This design comes from an exercise in tuning for small area on the open sky130 flow, not from production work.
Where RTL was checked, it was by simulation tests only, not by an equivalence proof against the original.
No activity file was given, so power comes from the tool's default toggle rates.

Setup of oak:
==> flow/design.v <==
module top_stopwatch(
  input wire clk_100mhz,
  input wire rst,
  input wire btn_reset_raw,
  input wire btn_pause_raw,
  input wire sw_adj_raw,
  input wire sw_sel_raw,
  output wire [6:0] seg,
  output wire [3:0] an,
  output wire dp,
  output wire [3:0] led
);
  localparam [5:0] F_R = 6'b011011, F_S1 = 6'b001001, F_S2 = 6'b101101,
                   F_S48 = 6'b001110, F_S49 = 6'b100010, F_J = 6'b111011;
  localparam [6:0] L_R = 7'b0001001, L_S99 = 7'b0011011, L_J = 7'b1001001;
  localparam [11:0] B_R = 12'b011110100011, B_J = 12'b111110100011;
  reg [5:0] f;
  reg [6:0] l;
  reg h;
  reg [11:0] b;
  wire tick_fast = (f == F_J);
  wire upd       = (f == F_S48);               
  wire late      = (f == F_S49) | (f == F_J);  
  wire f1        = (f == F_S1);
  wire f2        = (f == F_S2);
  wire l99       = (l == L_S99);
  wire tick_2hz  = tick_fast & l99;
  wire tick_1hz  = tick_2hz & h;
  wire tick_blink = (b == B_J);
  wire after_2hz = f1 & (l == L_J);
  wire after_1hz = after_2hz & ~h;
  always @(posedge clk_100mhz) begin
    if (rst) begin
      f <= F_R; l <= L_R; h <= 1'b0; b <= B_R;
    end else begin
      f <= {~f[4:0], f[5] ^ f[0] ^ tick_fast};
      if (tick_fast) l <= {~l[5:0], l[6] ^ l[0] ^ (l == L_J)};
      if (tick_2hz) h <= ~h;
      b <= {~b[10:0], b[11] ^ b[2] ^ b[0] ^ tick_blink};
    end
  end
  localparam [3:0] C_S = 4'b1111;
  function [3:0] c_adv;
    input [3:0] c;
    begin
      c_adv[0] = ~c[0];
      c_adv[1] = c[1] ^ c[0];
      c_adv[2] = ~c[3] & (c[2] ^ (c[1] & c[0]));
      c_adv[3] = (~c[3] & c[2] & c[1] & c[0]) | (c[3] & ~(c[1] & c[0]));
    end
  endfunction
  function is_jc;
    input [3:0] c;
    is_jc = c[3] & ~c[2] & c[1] & c[0];
  endfunction
  function is_10;
    input [3:0] c;
    is_10 = c[3] & c[1] & ~c[0];
  endfunction
  reg o_adj, o_sel, o_rst, o_pau;
  reg [3:0] c_adj, c_sel, c_rst, c_pau;
  wire x_adj = sw_adj_raw ^ o_adj, x_sel = sw_sel_raw ^ o_sel;
  wire x_rst = btn_reset_raw ^ o_rst, x_pau = btn_pause_raw ^ o_pau;
  wire [3:0] a_adj = c_adv(c_adj), a_sel = c_adv(c_sel);
  wire [3:0] a_rst = c_adv(c_rst), a_pau = c_adv(c_pau);
  always @(posedge clk_100mhz) begin
    if (rst) begin
      o_adj <= 1'b0; o_sel <= 1'b0; o_rst <= 1'b0; o_pau <= 1'b0;
      c_adj <= C_S; c_sel <= C_S; c_rst <= C_S; c_pau <= C_S;
    end else if (upd) begin
      c_adj <= x_adj ? a_adj : C_S; if (x_adj && is_10(c_adj)) o_adj <= ~o_adj;
      c_sel <= x_sel ? a_sel : C_S; if (x_sel && is_10(c_sel)) o_sel <= ~o_sel;
      c_rst <= x_rst ? a_rst : C_S; if (x_rst && is_10(c_rst)) o_rst <= ~o_rst;
      c_pau <= x_pau ? a_pau : C_S; if (x_pau && is_10(c_pau)) o_pau <= ~o_pau;
    end
  end
  wire jc_adj = is_jc(c_adj), jc_sel = is_jc(c_sel);
  wire jc_rst = is_jc(c_rst), jc_pau = is_jc(c_pau);
  wire sw_adj    = o_adj ^ (late & jc_adj);
  wire sw_sel    = o_sel ^ (late & jc_sel);
  wire btn_reset = o_rst ^ (late & jc_rst);
  wire sys_rst   = rst | btn_reset;
  wire adj_before = o_adj ^ jc_adj;
  wire rst_before = o_rst ^ jc_rst;
  wire pause_tog = f2 & o_pau & ~o_rst & (jc_pau | jc_rst);
  reg m, s, p;
  always @(posedge clk_100mhz) begin
    if (sys_rst) begin
      m <= 1'b0; s <= 1'b0; p <= 1'b0;
    end else begin
      m <= sw_adj & (m | ~pause_tog);
      s <= sw_sel;
      if (~m & pause_tog) p <= ~p;
    end
  end
  wire use_2hz = m;
  wire sel_minutes = m & ~s;
  wire sel_seconds = m & s;
  wire is_run = ~m & ~p;
  wire count_enable = is_run & ~sw_adj;
  wire ok_before = f1 & ~rst_before;
  wire base_sec_ones = ok_before &
    (use_2hz ? (sel_seconds & after_2hz) : (is_run & ~adj_before & after_1hz));
  wire base_min_ones = ok_before & sel_minutes & after_2hz;
  reg [3:0] so, mo;
  reg [2:0] st, mt;
  wire c_so = base_sec_ones & (so == 4'd9);
  wire c_st = c_so & (st == 3'd5);
  wire en_mo = base_min_ones | (c_st & ~use_2hz);
  wire c_mo = en_mo & (mo == 4'd9);
  always @(posedge clk_100mhz) begin
    if (sys_rst) begin so <= 4'd0; st <= 3'd0; mo <= 4'd0; mt <= 3'd0; end
    else begin
      if (base_sec_ones) so <= (so == 4'd9) ? 4'd0 : so + 4'd1;
      if (c_so) st <= (st == 3'd5) ? 3'd0 : st + 3'd1;
      if (en_mo) mo <= (mo == 4'd9) ? 4'd0 : mo + 4'd1;
      if (c_mo) mt <= (mt == 3'd5) ? 3'd0 : mt + 3'd1;
    end
  end
  reg hb_1hz, hb_2hz, hb_blink;
  always @(posedge clk_100mhz) begin
    if (sys_rst) begin hb_1hz <= 1'b0; hb_2hz <= 1'b0; hb_blink <= 1'b0; end
    else begin
      if (tick_1hz) hb_1hz <= ~hb_1hz;
      if (tick_2hz) hb_2hz <= ~hb_2hz;
      if (tick_blink) hb_blink <= ~hb_blink;
    end
  end
  assign led = {~count_enable, hb_blink, hb_2hz, hb_1hz};
  reg [1:0] idx;
  always @(posedge clk_100mhz) begin
    if (sys_rst) idx <= 2'd0;
    else if (tick_fast) idx <= idx + 2'd1;
  end
  reg [3:0] bcd;
  always @(*) begin
    case (idx)
      2'd0: bcd = so;
      2'd1: bcd = {1'b0, st};
      2'd2: bcd = mo;
      default: bcd = {1'b0, mt};
    endcase
  end
  wire blank = m & ~hb_blink & (s ? ~idx[1] : idx[1]);
  reg [6:0] seg_n;
  always @(*) begin
    case (bcd)
      4'd0: seg_n = 7'b1000000;
      4'd1: seg_n = 7'b1111001;
      4'd2: seg_n = 7'b0100100;
      4'd3: seg_n = 7'b0110000;
      4'd4: seg_n = 7'b0011001;
      4'd5: seg_n = 7'b0010010;
      4'd6: seg_n = 7'b0000010;
      4'd7: seg_n = 7'b1111000;
      4'd8: seg_n = 7'b0000000;
      4'd9: seg_n = 7'b0010000;
      default: seg_n = 7'b1111111;
    endcase
  end
  assign seg = blank ? 7'b1111111 : seg_n;
  assign an = ~(4'b0001 << idx);
  assign dp = 1'b1;
endmodule
Settings: LEC_CHECK=0, ABC_AREA=1, CAP_MARGIN=20, CORE_MARGIN=2, CORE_UTILIZATION=40, SLEW_MARGIN=20; clock period 10.0 ns.
standard.sh (not shown) runs the stock make flow with config.mk's settings and CLKGATE_MAP_FILE= SYNTH_SCRIPT=/design/flow/synth_recipe.tcl, a recipe that flattens the netlist after the stock synthesis.
==> flow/flow/run.sh <==
#!/bin/bash
# Own layout flow: the standard flow, with three changes:
#  1. after the standard synthesis (kept as is, registers untouched), the
#     combinational logic between the registers is re-mapped by ABC with an
#     area-oriented script (flip-flop instances, names and cells are kept);
#  2. ports are buffered with the smallest buffer (buf_1);
#  3. clock tree synthesis without dummy loads, with small clock buffers.
# Each tool's output goes to a log file of its own in the work folder.
set -euo pipefail
W=$(pwd)
R=$W/orfs/results/${FLOW_PLATFORM:-sky130hd}/top_stopwatch/base
LIB=$FLOW_HOME/platforms/sky130hd/lib/sky130_fd_sc_hd__tt_025C_1v80.lib
source $W/flow/knobs.sh

bash standard.sh synth > $W/log_1_standard_synth.log 2>&1

# cell functions of the combinational cells (sequential cells stay black boxes)
yosys -q -p "read_liberty -ignore_miss_func $LIB; write_verilog -noattr $W/cells_all.v" > $W/log_2_cells.log 2>&1
awk '/^module /{buf=""; keep=1} {buf=buf $0 "\n"} /always|reg /{keep=0} /^endmodule/{if(keep) printf "%s\n", buf; buf=""}' \
  $W/cells_all.v > $W/cells_comb.v
DU=$(sed -n '/DONT_USE_CELLS += /,/^#/p' $FLOW_HOME/platforms/sky130hd/config.mk | grep -o "sky130_fd_sc_hd__[a-z0-9_]*" | sed 's/^/-dont_use /' | tr '\n' ' ')
cp $R/1_2_yosys.v $W/synth_standard.v
cp $W/flow/remap.abc $W/remap.abc
yosys -p "read_liberty -lib $LIB; read_verilog -overwrite $W/cells_comb.v; read_verilog $W/synth_standard.v; \
  hierarchy -top $FLOW_TOP; flatten; proc; techmap; opt -fast -purge; \
  abc -liberty $LIB $DU -script $W/remap.abc; opt_clean -purge; \
  hilomap -singleton -hicell sky130_fd_sc_hd__conb_1 HI -locell sky130_fd_sc_hd__conb_1 LO; \
  splitnets; opt_clean -purge; stat -liberty $LIB; write_verilog -noattr -nohex -nodec $W/synth_remapped.v" \
  > $W/log_3_remap.log 2>&1
cp $W/synth_remapped.v $R/1_2_yosys.v
rm -f $R/1_synth.odb $R/1_synth.sdc

bash standard.sh > $W/log_4_standard_rest.log 2>&1
Other scripts of this flow, unchanged in this note and not shown: flow/flow/knobs.sh, flow/flow/remap.abc
oak completed end to end with timing, DRC and antenna clean.
diff inputs: oak => pine
--- a/flow/design.v
+++ b/flow/design.v
@@ -153,11 +153,16 @@
       4'd5: seg_n = 7'b0010010;
       4'd6: seg_n = 7'b0000010;
       4'd7: seg_n = 7'b1111000;
       4'd8: seg_n = 7'b0000000;
       4'd9: seg_n = 7'b0010000;
-      default: seg_n = 7'b1111111;
+      4'd10: seg_n = 7'b0100100;
+      4'd11: seg_n = 7'b0110000;
+      4'd12: seg_n = 7'b0011001;
+      4'd13: seg_n = 7'b0010010;
+      4'd14: seg_n = 7'b0000010;
+      default: seg_n = 7'b1111000;
     endcase
   end
   assign seg = blank ? 7'b1111111 : seg_n;
   assign an = ~(4'b0001 << idx);
   assign dp = 1'b1;
==> comparison <==
pine | status: complete | timing, DRC, antenna: pass. Cells: pine has more instances than oak. In pine, the relative slew slack came out 3.0 points below the value in oak. pine vs. oak: via count moved up; count of non-CTS inverters in the layout moved up; worst-case setup margin in the final layout moved up; combinational power moved up. Wire length of the first global-routing pass in pine vs oak: up 6.6%.
No functional check of the RTL was part of oak.

## re-timing with driven ports
How much do the figures lean on ideal ports? The routed layouts below were timed once more, with nothing changed but the port constraints. Step 1 (the two cells are an assumption about what drives the block):
set clk [get_ports {clk_100mhz}]
set_driving_cell -lib_cell sky130_fd_sc_hd__clkbuf_16 $clk
set_driving_cell -lib_cell sky130_fd_sc_hd__buf_2 [delete_from_list [all_inputs] $clk]
Step 2 moves the port delays by t, midway between the first and last clock arrival at a register: inputs arrive t later, outputs are due t later. That takes back most of the time a late clock gives input paths. Three values: ideal ports, drivers, drivers and shift; two values: the first two.
run	t (ns)	setup WS [ns]	worst data-port slew with drivers (ns)	pins driven straight from the clock port
oak	0.420	5.458 / 5.429 / 5.849	0.03	1
pine	0.413	5.521 / 5.495 / 5.908	0.03	1
After both steps every run listed still meets setup and hold.
